From an optimization exercise on the open Yosys and OpenROAD flow, aimed at small area, a short achievable clock period and few clock cycles per item; shortcuts taken in it are not production practice. Function was checked by simulation only, so behaviour that the tests miss may differ from the original.

// Bicubic
module Bicubic(
           input CLK,
           input RST,
           input enable,
           input [7:0] input_data,
           output reg [13:0] iaddr,
           output reg ird,
           output reg we,
           output reg [13:0] waddr,
           output reg [7:0] output_data,
           input [6:0] V0,
           input [6:0] H0,
           input [4:0] SW,
           input [4:0] SH,
           input [5:0] TW,
           input [5:0] TH,
           output reg DONE
       );
Size: roughly 490 flip-flops, ~0.062 mm^2 of cells after synthesis.
==> flow/config.mk <==
export PLATFORM = sky130hd
export DESIGN_NAME = Bicubic
export DESIGN_NICKNAME = Bicubic
export VERILOG_FILES = /design/flow/design.v
export SDC_FILE = /design/flow/constraint.sdc
export NUM_CORES = 4
export LEC_CHECK = 0
export CAP_MARGIN = 20
export CORE_MARGIN = 2
export CORE_UTILIZATION = 40
export SLEW_MARGIN = 20
==> flow/constraint.sdc <==
create_clock -name core_clock -period 110.0 [get_ports {CLK}]
set_input_delay 22.0000 -clock core_clock [delete_from_list [all_inputs] [get_ports {CLK}]]
set_output_delay 22.0000 -clock core_clock [all_outputs]
set_load 0.01 [all_outputs]
run.sh (not shown) runs the stock make flow with config.mk's settings and CLKGATE_MAP_FILE= SYNTH_SCRIPT=/design/flow/synth_recipe.tcl, a recipe that flattens the netlist after the stock synthesis.
Testbench counts at the start, summed over its fixed seeds: cycles 91,885, pixels 56,749.
Next try:
--- a/flow/design.v
+++ b/flow/design.v
@@ -25,22 +25,23 @@
 localparam R_STEP = 2'd0,      
            R_COLS = 2'd1,      
            R_DONE = 2'd2;      
 localparam QN = 6;
 reg [2:0] state;
 reg [1:0] rstate;
 reg       hrun;            
 reg       ahead;           
 reg [6:0] rV0, rH0;
 reg [4:0] rSW, rSH;
 reg [5:0] rTW, rTH;
+reg       ren;             
 always @(posedge CLK) begin
     rV0 <= V0; rH0 <= H0; rSW <= SW; rSH <= SH; rTW <= TW; rTH <= TH;
 end
 wire [5:0] tw1 = rTW - 6'd1;
 wire [5:0] th1 = rTH - 6'd1;
 reg [19:0] hq, vq;
 reg [5:0]  hr, vr;
 reg [5:0]  y;
 reg [19:0] rowA, rowB;
 reg [5:0]  remB;
 reg [1:0]  nstep;          
@@ -127,36 +128,38 @@
 wire       rdstart = run && (rstate == R_COLS) && !rdact && (rdj <= lastcol) && (credit != 3'd0);
 wire       rdgo    = rdact || rdstart;
 wire       vquiet  = !rdact && !v1 && (pcnt == 3'd0) && !vbp;
 wire [13:0] rowaddr = {1'b0, rH0, 6'd0} + {2'b0, rH0, 5'd0} + {5'b0, rH0, 2'd0}
                     + {7'd0, rV0} + {9'd0, rowA[19:15]} - 14'd101;
 wire [4:0] rid    = rowB[19:15] - rowA[19:15];
 wire       pm_new = (y != th1) && (rid <= 5'd1);
 wire [13:0] wsum = wa + (hsb ? {8'd0, rTW} : 14'd0);
 always @(posedge CLK or posedge RST) begin
     if (RST) begin
         state <= S_IDLE;
+        ren   <= 1'b0;
         DONE  <= 1'b0;
         we    <= 1'b0;
         ird   <= 1'b0;
         vs    <= 1'b0;
         hs    <= 1'b0;
     end else begin
+        ren <= enable;
         vs  <= issV;
         hs  <= issH;
         we  <= hs;
         ird <= rdgo;
         case (state)
         S_IDLE: begin
             DONE <= 1'b0;
-            if (enable) state <= S_LOAD;
+            if (ren) state <= S_LOAD;
         end
         S_LOAD: state <= S_DIV;
         S_DIV:  if (x == 6'd19) state <= S_RUN;
         S_RUN:  if (hend && lasth) state <= S_FIN1;
         S_FIN1: state <= S_FIN2;
         S_FIN2: DONE <= 1'b1;
         default: state <= S_IDLE;
         endcase
     end
 end
 integer i;
Effect: The changed run went through all stages and came out clean; maximum frequency barely changes; cell count goes up by about 0.46%; cell area is higher by about 0.5%; wire length increases by 0.49%; sequential cell count goes up by 1; clock skew falls by 0.0058 ns; area after synthesis rises by 0.64%; count of clock-buffer cells in the layout fell by 1.
Testbench counts after the change, summed over its fixed seeds: cycles 91,921, pixels 56,749.

---

Setup of old:
Bicubic with an RTL version that a note above also has.
For scale: roughly 5800 cells after synthesis, ~86 I/O pins, roughly 0.060 sq mm of cells after synthesis.
clock: 110.0 ns
lec_check: 0
cap_margin: 20
core_margin: 2
core_utilization: 40
slew_margin: 20
standard.sh (not shown) runs the stock make flow with config.mk's settings and CLKGATE_MAP_FILE= SYNTH_SCRIPT=/design/flow/synth_recipe.tcl, a recipe that flattens the netlist after the stock synthesis.
==> flow/flow/run.sh <==
#!/bin/bash
# Layout flow: the standard flow (standard.sh) with two changes.
#  1. After the standard synthesis, flow/polar.py removes inverters between
#     full-adder cells: a full adder is self-dual, so feeding some adders the
#     complements of their inputs (and taking complemented outputs) makes most of
#     the inverters that synthesis left between adders unnecessary. Registers and
#     all other cells are untouched; the netlist stays logically equivalent.
#  2. Ports are buffered with sky130_fd_sc_hd__buf_2 (buffer_ports -buffer_cell)
#     instead of the default cell; every port still gets its buffer.
# Each tool's output goes to a log file in this folder.
set -euo pipefail
R="$PWD/orfs/results/${FLOW_PLATFORM}/Bicubic/base"
bash standard.sh "$R/1_2_yosys.v" > synth.log 2>&1
cp "$R/1_2_yosys.v" "$R/1_2_yosys.std.v"
python3 flow/polar.py "$R/1_2_yosys.std.v" "$R/1_2_yosys.v" > polar.log 2>&1
export BUFFER_PORTS_ARGS="-buffer_cell sky130_fd_sc_hd__buf_2"
bash standard.sh > layout.log 2>&1
Other scripts of this flow, unchanged in this note and not shown: flow/flow/polar.py
old: flow completed, timing, DRC and antenna clean
Testbench counts of old, summed over its fixed seeds: cycles 91,921, pixels 56,749.
Inputs modified between old and new:
--- a/flow/design.v
+++ b/flow/design.v
@@ -16,25 +16,25 @@
            input [5:0] TH,
            output reg DONE
        );
 localparam S_IDLE = 3'd0,
            S_LOAD = 3'd1,
            S_DIV  = 3'd2,
            S_RUN  = 3'd3,
            S_FIN1 = 3'd4,
            S_FIN2 = 3'd5;
 localparam R_STEP = 2'd0,      
            R_COLS = 2'd1,      
            R_DONE = 2'd2;      
-localparam QN = 6;
+localparam QN = 7;
 reg [2:0] state;
 reg [1:0] rstate;
 reg       hrun;            
 reg       ahead;           
 reg [6:0] rV0, rH0;
 reg [4:0] rSW, rSH;
 reg [5:0] rTW, rTH;
 reg       ren;             
 always @(posedge CLK) begin
     rV0 <= V0; rH0 <= H0; rSW <= SW; rSH <= SH; rTW <= TW; rTH <= TH;
 end
 wire [5:0] tw1 = rTW - 6'd1;
The share of the cycle needed by the critical path after routing on old is in line with that on new. Post-synth net total across new and old: no real change. Looking at shortest period the worst path allows, new sits 0.013 ns lower than old does. The summed negative setup slack over all endpoints on old is in line with that on new. new reports a lower worst hold slack than old does. In new relative to old, routed length on met3 had gone up by more than a quarter. Re worst setup slack: new and old aren't equal, and the lower value belongs to old. Any difference in core outline area between old and new is small enough to ignore.
Testbench counts of new, summed over its fixed seeds: cycles 88,702, pixels 56,749.

what the ideal ports hide:
In the flow no input, the clock included, has a driving cell. The finished layouts below were timed again as built, in two steps. Step 1 (the two cells are an assumption about what drives the block):
set clk [get_ports {CLK}]
set_driving_cell -lib_cell sky130_fd_sc_hd__clkbuf_16 $clk
set_driving_cell -lib_cell sky130_fd_sc_hd__buf_2 [delete_from_list [all_inputs] $clk]
Step 2 times the ports against the registers' clock, not the clock port: input delays grow and output delays shrink by t, the midpoint of the rising clock arrivals with the driver on. Slacks: ideal / step 1 / step 2; pairs: ideal / step 1.
| run | t, ns | slack for setup (ns) | worst register clock-pin slew, ns |
|---|---|---|---|
| the first run of note 1 | 0.719 | 86.357 / 86.284 / 87.003 | 0.07 / 0.07 |
| the second run of note 1 | 0.714 | 86.305 / 86.238 / 86.951 | 0.08 / 0.08 |
| old | 0.714 | 86.695 / 86.629 / 87.342 | 0.07 / 0.07 |
| new | 0.718 | 86.709 / 86.640 / 87.358 | 0.07 / 0.07 |
After both steps setup and hold are still met in every run listed.
